Background: an optimization exercise with open tools, aiming at small area. Do not read the settings as production practice.
The RTL was checked by simulation tests, not by an equivalence proof against the original design.
The flow treats the clock pin as an ideal source. Dropping or thinning the clock tree relies on that and would not hold on a real chip.
Power and IR drop assume default switching activity.

==> flow/design.v <==
module topLevel(clk, rst, sw, btn, out, led);
input clk;
input rst;
input [7:0] sw;
input btn;
output out;
output [7:0] led;
localparam [6:0] DB_IDLE = 7'd72;
reg b_s0_q;
wire b_s0 = b_s0_q ^ 1'd1;
reg b_s1_q;
wire b_s1 = b_s1_q ^ 1'd0;
reg b_c_q;
wire b_c = b_c_q ^ 1'd0;
reg b_e_q;
wire b_e = b_e_q ^ 1'd0;
reg [6:0] b_n_q;
wire [6:0] b_n = b_n_q ^ 7'd85;
wire b_det = ~b_n[1] & ~b_n[3] & ~b_n[4] & ~b_n[5] & ~b_n[6];
wire b_diff = b_c ^ b_s1;
wire b_fire = b_diff & b_det;
always @(posedge clk) begin
	b_n_q <= ((b_diff & ~b_det) ? {b_n[5:0], b_n[6] ^ b_n[5]} : DB_IDLE) ^ 7'd85;
	if (rst) begin
		b_s0_q <= 1'd1; b_s1_q <= 1'd0; b_c_q <= 1'd0; b_e_q <= 1'd0;
	end else begin
		b_s0_q <= btn ^ 1'd1;
		b_s1_q <= b_s0 ^ 1'd0;
		b_c_q <= b_c ^ b_fire ^ 1'd0;
		b_e_q <= (b_fire & ~b_c) ^ 1'd0;
	end
end
reg s_s0_q;
wire s_s0 = s_s0_q ^ 1'd1;
reg s_s1_q;
wire s_s1 = s_s1_q ^ 1'd0;
reg s_c_q;
wire s_c = s_c_q ^ 1'd0;
reg s_e_q;
wire s_e = s_e_q ^ 1'd0;
reg [6:0] s_n_q;
wire [6:0] s_n = s_n_q ^ 7'd85;
wire s_det = ~s_n[1] & ~s_n[3] & ~s_n[4] & ~s_n[5] & ~s_n[6];
wire s_diff = s_c ^ s_s1;
wire s_fire = s_diff & s_det;
always @(posedge clk) begin
	s_n_q <= ((s_diff & ~s_det) ? {s_n[5:0], s_n[6] ^ s_n[5]} : DB_IDLE) ^ 7'd85;
	if (rst) begin
		s_s0_q <= 1'd1; s_s1_q <= 1'd0; s_c_q <= 1'd0; s_e_q <= 1'd0;
	end else begin
		s_s0_q <= sw[0] ^ 1'd1;
		s_s1_q <= s_s0 ^ 1'd0;
		s_c_q <= s_c ^ s_fire ^ 1'd0;
		s_e_q <= (s_fire) ^ 1'd0;
	end
end
reg sel_q;
wire sel = sel_q ^ 1'd0;
always @(posedge clk) begin
	if (rst) sel_q <= 1'd0;
	else sel_q <= (sel ^ b_e) ^ 1'd0;
end
reg v_q;
wire v = v_q ^ 1'd0;
reg [6:0] ledr_q;
wire [6:0] ledr = ledr_q ^ 7'd0;
reg [2:0] cs_q;
wire [2:0] cs = cs_q ^ 3'd0;
reg [2:0] code;
always @(*) begin
	case (ledr)
		7'b0000001: code = 0;
		7'b0000010: code = 1;
		7'b0000100: code = 2;
		7'b0001000: code = 3;
		7'b0010000: code = 4;
		7'b0100000: code = 5;
		7'b1000000: code = 6;
		default:    code = 7;
	endcase
end
always @(posedge clk) begin
	if (rst) begin
		v_q <= 1'd0; ledr_q <= 7'd0;
	end else begin
		v_q <= (v | s_e) ^ 1'd0;
		ledr_q <= (s_e ? sw[7:1] : ledr) ^ 7'd0;
	end
	cs_q <= (v ? code : 3'd0) ^ 3'd0;
end
wire [7:0] fload = (cs[2] ? (cs[1] ? (cs[0] ? 8'd64 : 8'd139) : (cs[0] ? 8'd143 : 8'd13)) : (cs[1] ? (cs[0] ? 8'd222 : 8'd89) : (cs[0] ? 8'd43 : 8'd25)));
reg [7:0] fcnt_q;
wire [7:0] fcnt = fcnt_q ^ 8'd85;
reg fo_q;
wire fo = fo_q ^ 1'd0;
wire f_det = ~fcnt[2] & ~fcnt[3] & ~fcnt[4] & ~fcnt[5] & ~fcnt[6] & ~fcnt[7];
always @(posedge clk) begin
	if (rst) begin
		fcnt_q <= 8'd128 ^ 8'd85; fo_q <= 1'd0;
	end else begin
		fcnt_q <= (f_det ? fload : {fcnt[6:0], fcnt[7] ^ fcnt[5] ^ fcnt[4] ^ fcnt[3]}) ^ 8'd85;
		fo_q <= (fo ^ f_det) ^ 1'd0;
	end
end
reg [14:0] tcnt_q;
wire [14:0] tcnt = tcnt_q ^ 15'd21845;
reg [5:0] idx_q;
wire [5:0] idx = idx_q ^ 6'd0;
wire t_det = ~tcnt[0] & tcnt[1] & ~tcnt[3] & ~tcnt[4] & ~tcnt[5] & ~tcnt[6] & ~tcnt[7] & ~tcnt[11] & ~tcnt[12] & ~tcnt[13] & ~tcnt[14];
always @(posedge clk) begin
	if (rst) begin
		tcnt_q <= 15'd1282 ^ 15'd21845; idx_q <= 6'd63 ^ 6'd0;
	end else begin
		tcnt_q <= (t_det ? 15'd1258 : {tcnt[13:0], tcnt[14] ^ tcnt[7]}) ^ 15'd21845;
		idx_q <= (idx + t_det) ^ 6'd0;
	end
end
wire [7:0] sload = (idx[2] ? (idx[1] ? (idx[0] ? 8'd115 : 8'd145) : (idx[0] ? 8'd115 : 8'd26)) : (idx[1] ? (idx[0] ? 8'd13 : 8'd115) : (idx[0] ? 8'd131 : (idx[5] ? (idx[4] ? 8'd168 : 8'd13) : (idx[4] ? 8'd94 : 8'd168)))));
reg [7:0] scnt_q;
wire [7:0] scnt = scnt_q ^ 8'd85;
reg so_q;
wire so = so_q ^ 1'd0;
wire g_det = ~scnt[0] & ~scnt[1] & scnt[2] & ~scnt[4] & ~scnt[6] & ~scnt[7];
always @(posedge clk) begin
	if (rst) begin
		scnt_q <= 8'd2 ^ 8'd85; so_q <= 1'b1 ^ 1'd0;
	end else begin
		scnt_q <= (g_det ? sload : {scnt[6:0], scnt[7] ^ scnt[2]}) ^ 8'd85;
		so_q <= (so ^ g_det) ^ 1'd0;
	end
end
assign out = sel ? so : fo;
assign led = {sel, ledr};
endmodule
export LEC_CHECK = 0
export CAP_MARGIN = 20
export CORE_MARGIN = 2
export CORE_UTILIZATION = 70
export CTS_BUF_LIST = sky130_fd_sc_hd__clkbuf_2 sky130_fd_sc_hd__clkbuf_4
export PLACE_DENSITY = 0.85
export SLEW_MARGIN = 20
create_clock -name core_clock -period 10.0 [get_ports {clk}]
run.sh (not shown) runs the stock make flow with config.mk's settings and CLKGATE_MAP_FILE= SYNTH_SCRIPT=/design/flow/synth_recipe.tcl, a recipe that flattens the netlist after the stock synthesis.
Change:
==> flow/flow/run.sh (new file) <==
#!/bin/bash
# Own layout flow: the standard flow (standard.sh), with
#  - synthesis unchanged except for the ABC script (area-oriented mapping, flow/abc_area.script);
#    registers, their names and cell types are those of the standard synthesis
#  - the port buffers made with buf_1
# Each tool's output goes to ORFS's own logs under orfs/logs; make's output to flow_make.log.
set -euo pipefail
W=$PWD
rm -rf "$W/scripts"
cp -r "$FLOW_HOME/scripts" "$W/scripts"
cp "$W/flow/abc_area.script" "$W/scripts/abc_area.script"
bash standard.sh SCRIPTS_DIR="$W/scripts" ABC_AREA=1 \
  "BUFFER_PORTS_ARGS=-buffer_cell sky130_fd_sc_hd__buf_1" \
  "CTS_ARGS=-sink_clustering_enable -repair_clock_nets -sink_clustering_size 40 -sink_clustering_max_diameter 300 -buf_list sky130_fd_sc_hd__clkbuf_8 -root_buf sky130_fd_sc_hd__clkbuf_8" RECOVER_POWER=100 finish > "$W/flow_make.log" 2>&1
==> flow/flow/abc_area.script (new file) <==
strash
&get -n
&st
&dch -f
&nf -a
&put
topo
==> flow/standard.sh (new file) <==
#!/bin/bash
# synth_recipe.tcl (not shown) runs the flow's synth.tcl, then flattens the netlist and writes it again
# the make line also repeats each setting of config.mk as NAME=value (left out here)
make -C /OpenROAD-flow-scripts/flow DESIGN_CONFIG=/design/flow/config.mk WORK_HOME=/design/flow/orfs CLKGATE_MAP_FILE= SYNTH_SCRIPT=/design/flow/synth_recipe.tcl "${@:-finish}"
removed: flow/run.sh
Result:
- The changed run reached the layout checks and failed them: capacitance limit, slew limit
- first-iteration DRC count shrinks by about 50%
- clock-buffer cell count does not change
- final area shrinks by about 7%
- register-to-register slack improved by 0.23 ns
- sequential share of layout area grows by 3.4 points
- synthesized area shrinks by about 6.5%
- total power grows by about 12%
- die area shrinks by about 6%
- via count shrinks by 2.5%
Change:
--- a/flow/flow/run.sh
+++ b/flow/flow/run.sh
@@ -12,3 +12,2 @@
 bash standard.sh SCRIPTS_DIR="$W/scripts" ABC_AREA=1 \
-  "BUFFER_PORTS_ARGS=-buffer_cell sky130_fd_sc_hd__buf_1" \
-  "CTS_ARGS=-sink_clustering_enable -repair_clock_nets -sink_clustering_size 40 -sink_clustering_max_diameter 300 -buf_list sky130_fd_sc_hd__clkbuf_8 -root_buf sky130_fd_sc_hd__clkbuf_8" RECOVER_POWER=100 finish > "$W/flow_make.log" 2>&1
+  "BUFFER_PORTS_ARGS=-buffer_cell sky130_fd_sc_hd__buf_1" finish > "$W/flow_make.log" 2>&1
Result: Now the flow finished clean. Worst hold slack is better by 0.0089 ns. Worst setup slack is better by 0.97 ns. Wire length shrinks by 2.6%.
Change:
--- a/flow/flow/run.sh
+++ b/flow/flow/run.sh
@@ -12,2 +12,3 @@
 bash standard.sh SCRIPTS_DIR="$W/scripts" ABC_AREA=1 \
-  "BUFFER_PORTS_ARGS=-buffer_cell sky130_fd_sc_hd__buf_1" finish > "$W/flow_make.log" 2>&1
+  "BUFFER_PORTS_ARGS=-buffer_cell sky130_fd_sc_hd__buf_1" \
+  "CTS_ARGS=-sink_clustering_enable -repair_clock_nets -sink_clustering_size 80 -sink_clustering_max_diameter 500 -buf_list sky130_fd_sc_hd__clkbuf_16 -root_buf sky130_fd_sc_hd__clkbuf_16" RECOVER_POWER=100 finish > "$W/flow_make.log" 2>&1
Outcome: This time the run finished with capacitance limit, slew limit left. Total power grows by about 20%. Final area grows by 5.3%. Wire length grows by about 10%.

---

Another version of the RTL of topLevel (not shown whole).
For scale: roughly 73 flip-flops, about 20 I/O pins.
==> flow/config.mk <==
export PLATFORM = sky130hd
export DESIGN_NAME = topLevel
export DESIGN_NICKNAME = topLevel
export VERILOG_FILES = /design/flow/design.v
export SDC_FILE = /design/flow/constraint.sdc
export NUM_CORES = 4
export LEC_CHECK = 0
export CAP_MARGIN = 20
export CORE_MARGIN = 2
export CORE_UTILIZATION = 70
export CTS_BUF_LIST = sky130_fd_sc_hd__clkbuf_2 sky130_fd_sc_hd__clkbuf_4
export PLACE_DENSITY = 0.85
export SLEW_MARGIN = 20
==> flow/constraint.sdc <==
create_clock -name core_clock -period 10.0 [get_ports {clk}]
set_input_delay 2.0000 -clock core_clock [delete_from_list [all_inputs] [get_ports {clk}]]
set_output_delay 2.0000 -clock core_clock [all_outputs]
set_load 0.01 [all_outputs]
standard.sh (not shown) runs the stock make flow with config.mk's settings and CLKGATE_MAP_FILE= SYNTH_SCRIPT=/design/flow/synth_recipe.tcl, a recipe that flattens the netlist after the stock synthesis.
==> flow/flow/run.sh <==
#!/bin/bash
# Own layout flow: the standard flow (standard.sh) with these changes:
#  - synthesis is the standard one except for logic mapping: ABC runs the area script
#    flow/abc_area.script, and Yosys does not extract half/full adder cells
#    (ADDER_MAP_FILE empty), so ABC maps that logic too. The standard synthesis runs
#    first; if the registers of this synthesis (names and cell types) differ from the
#    standard synthesis's, the flow uses the standard synthesis's netlist instead.
#  - the port buffers are buf_1 cells, but buf_2 for an input that drives more than 16
#    pins (flow/port_buffers.tcl).
#  - the clock tree is built by flow/clock_tree.tcl (4 clkbuf_8, one per balanced
#    cluster of registers, upsized to clkbuf_16 where the estimated clock-pin slew is
#    over 116 ps) in place of clock_tree_synthesis; the rest of the CTS step (placement
#    legalisation, timing repair) is ORFS's own.
# ORFS writes each tool's log under orfs/logs/ (the standard synthesis's under
# std_synth/logs/); make's own output goes to flow_make_*.log.
set -euo pipefail
W=$PWD
R=orfs/results/$FLOW_PLATFORM/topLevel/base

# standard synthesis, for its registers
bash standard.sh synth > "$W/flow_make_std_synth.log" 2>&1
python3 "$W/flow/flops.py" "$W/$R/1_2_yosys.v" > "$W/flops_standard.txt"
rm -rf "$W/std_synth"
mkdir -p "$W/std_synth"
cp -r "$W/orfs/logs" "$W/orfs/results" "$W/orfs/reports" "$W/std_synth/" 2>/dev/null || true
rm -rf "$W/orfs"

rm -rf "$W/scripts"
cp -r "$FLOW_HOME/scripts" "$W/scripts"
cp "$W/flow/abc_area.script" "$W/scripts/abc_area.script"
grep -q '^log_cmd clock_tree_synthesis {\*}\$cts_args$' "$W/scripts/cts.tcl"
sed -i 's|^log_cmd clock_tree_synthesis {\*}\$cts_args$|source $::env(OWN_CLOCK_TREE)|' "$W/scripts/cts.tcl"
grep -q '^    buffer_ports {\*}\[env_var_or_empty BUFFER_PORTS_ARGS\]$' "$W/scripts/global_place.tcl"
sed -i 's|^    buffer_ports {\*}\[env_var_or_empty BUFFER_PORTS_ARGS\]$|&\n    source $::env(OWN_PORT_BUFFERS)|' "$W/scripts/global_place.tcl"
export OWN_PORT_BUFFERS="$W/flow/port_buffers.tcl" PORT_BUFFER_MAX_FANOUT=16
export OWN_CLOCK_TREE="$W/flow/clock_tree.tcl" CLOCK_PORT=clk CLOCK_TREE_NBUF=4 \
  CLOCK_TREE_CELL=sky130_fd_sc_hd__clkbuf_8 CLOCK_TREE_BIG_CELL=sky130_fd_sc_hd__clkbuf_16 \
  CLOCK_TREE_MAX_SLEW_PS=116
ARGS=(SCRIPTS_DIR="$W/scripts" ABC_AREA=1 ADDER_MAP_FILE=
      "BUFFER_PORTS_ARGS=-buffer_cell sky130_fd_sc_hd__buf_1")

bash standard.sh "${ARGS[@]}" synth > "$W/flow_make_synth.log" 2>&1
python3 "$W/flow/flops.py" "$W/$R/1_2_yosys.v" > "$W/flops_own.txt"
if ! cmp -s "$W/flops_standard.txt" "$W/flops_own.txt"; then
  echo "registers differ from the standard synthesis's: using the standard synthesis" | tee "$W/synth_fallback.txt"
  rm -rf "$W/orfs"
  bash standard.sh synth > "$W/flow_make_synth.log" 2>&1
fi
bash standard.sh "${ARGS[@]}" finish > "$W/flow_make.log" 2>&1
Other scripts of this flow, unchanged in this note and not shown: flow/flow/abc_area.script, flow/flow/clock_tree.tcl, flow/flow/flops.py, flow/flow/port_buffers.tcl
The starting point completed without violations.
Next try:
--- a/flow/config.mk
+++ b/flow/config.mk
@@ -9,5 +9,4 @@
 export CORE_MARGIN = 2
-export CORE_UTILIZATION = 70
-export CTS_BUF_LIST = sky130_fd_sc_hd__clkbuf_2 sky130_fd_sc_hd__clkbuf_4
-export PLACE_DENSITY = 0.85
+export CORE_UTILIZATION = 80
+export PLACE_DENSITY = 0.9
 export SLEW_MARGIN = 20
The changed run finished clean.
Total power climbs by about 0.9%.
Routed wire length climbs by about 9%.
Sequential cell count is unchanged.
Utilization climbs by 13 points.
Final area drops by 0.74%.
Fmax climbs by about 0.4%.
Next try:
--- a/flow/config.mk
+++ b/flow/config.mk
@@ -7,3 +7,3 @@
 export LEC_CHECK = 0
-export CAP_MARGIN = 20
+export CAP_MARGIN = 10
 export CORE_MARGIN = 2
@@ -11,2 +11,2 @@
 export PLACE_DENSITY = 0.9
-export SLEW_MARGIN = 20
+export SLEW_MARGIN = 10
Total power stays the same.
Global-route usage does not change.
Clock power hardly moves.
Synthesized area stays the same.
Sequential share of layout area stays the same.
Final cell count stays the same.
Worst hold slack is unchanged.
Worst setup slack is unchanged.
In every run of this note, the design's own scripts or RTL, not TritonCTS, make the clock network.

## static timing again, ports no longer ideal
How much do the figures lean on ideal ports? The routed layouts below were timed once more, with nothing changed but the port constraints. Step 1, drivers: a clkbuf_16 drives clk and a buf_2 each remaining input, both assumed. Step 2 times the ports against the registers' clock, not the clock port: input delays grow and output delays shrink by t, the midpoint of the rising clock arrivals with the driver on. Three values: ideal ports, drivers, drivers and shift; two values: the first two.
run	shift t [ns]	setup slack, ns	worst hold slack (ns)	worst slew at a driven data input, ns
the first run of note 1	0.430	6.385 / 6.356 / 6.674	0.377 / 0.377 / 0.377	0.03
the second run of note 1	0.367	5.796 / 5.798 / 5.430	0.377 / 0.377 / 0.377	0.03
the third run of note 1	0.426	6.762 / 6.735 / 6.726	0.386 / 0.386 / 0.386	0.03
the fourth run of note 1	0.353	5.738 / 5.748 / 5.395	0.374 / 0.374 / 0.374	0.04
the first run of note 2	0.209	6.816 / 6.849 / 6.640	0.377 / 0.377 / 0.377	0.03
the second run of note 2	0.207	6.829 / 6.860 / 6.653	0.376 / 0.376 / 0.376	0.03
the third run of note 2	0.207	6.829 / 6.860 / 6.653	0.376 / 0.376 / 0.376	0.03
For the second run of note 1, which loses most, drivers alone change the setup slack by +0.002 ns; drivers and shift together by -0.366 ns.
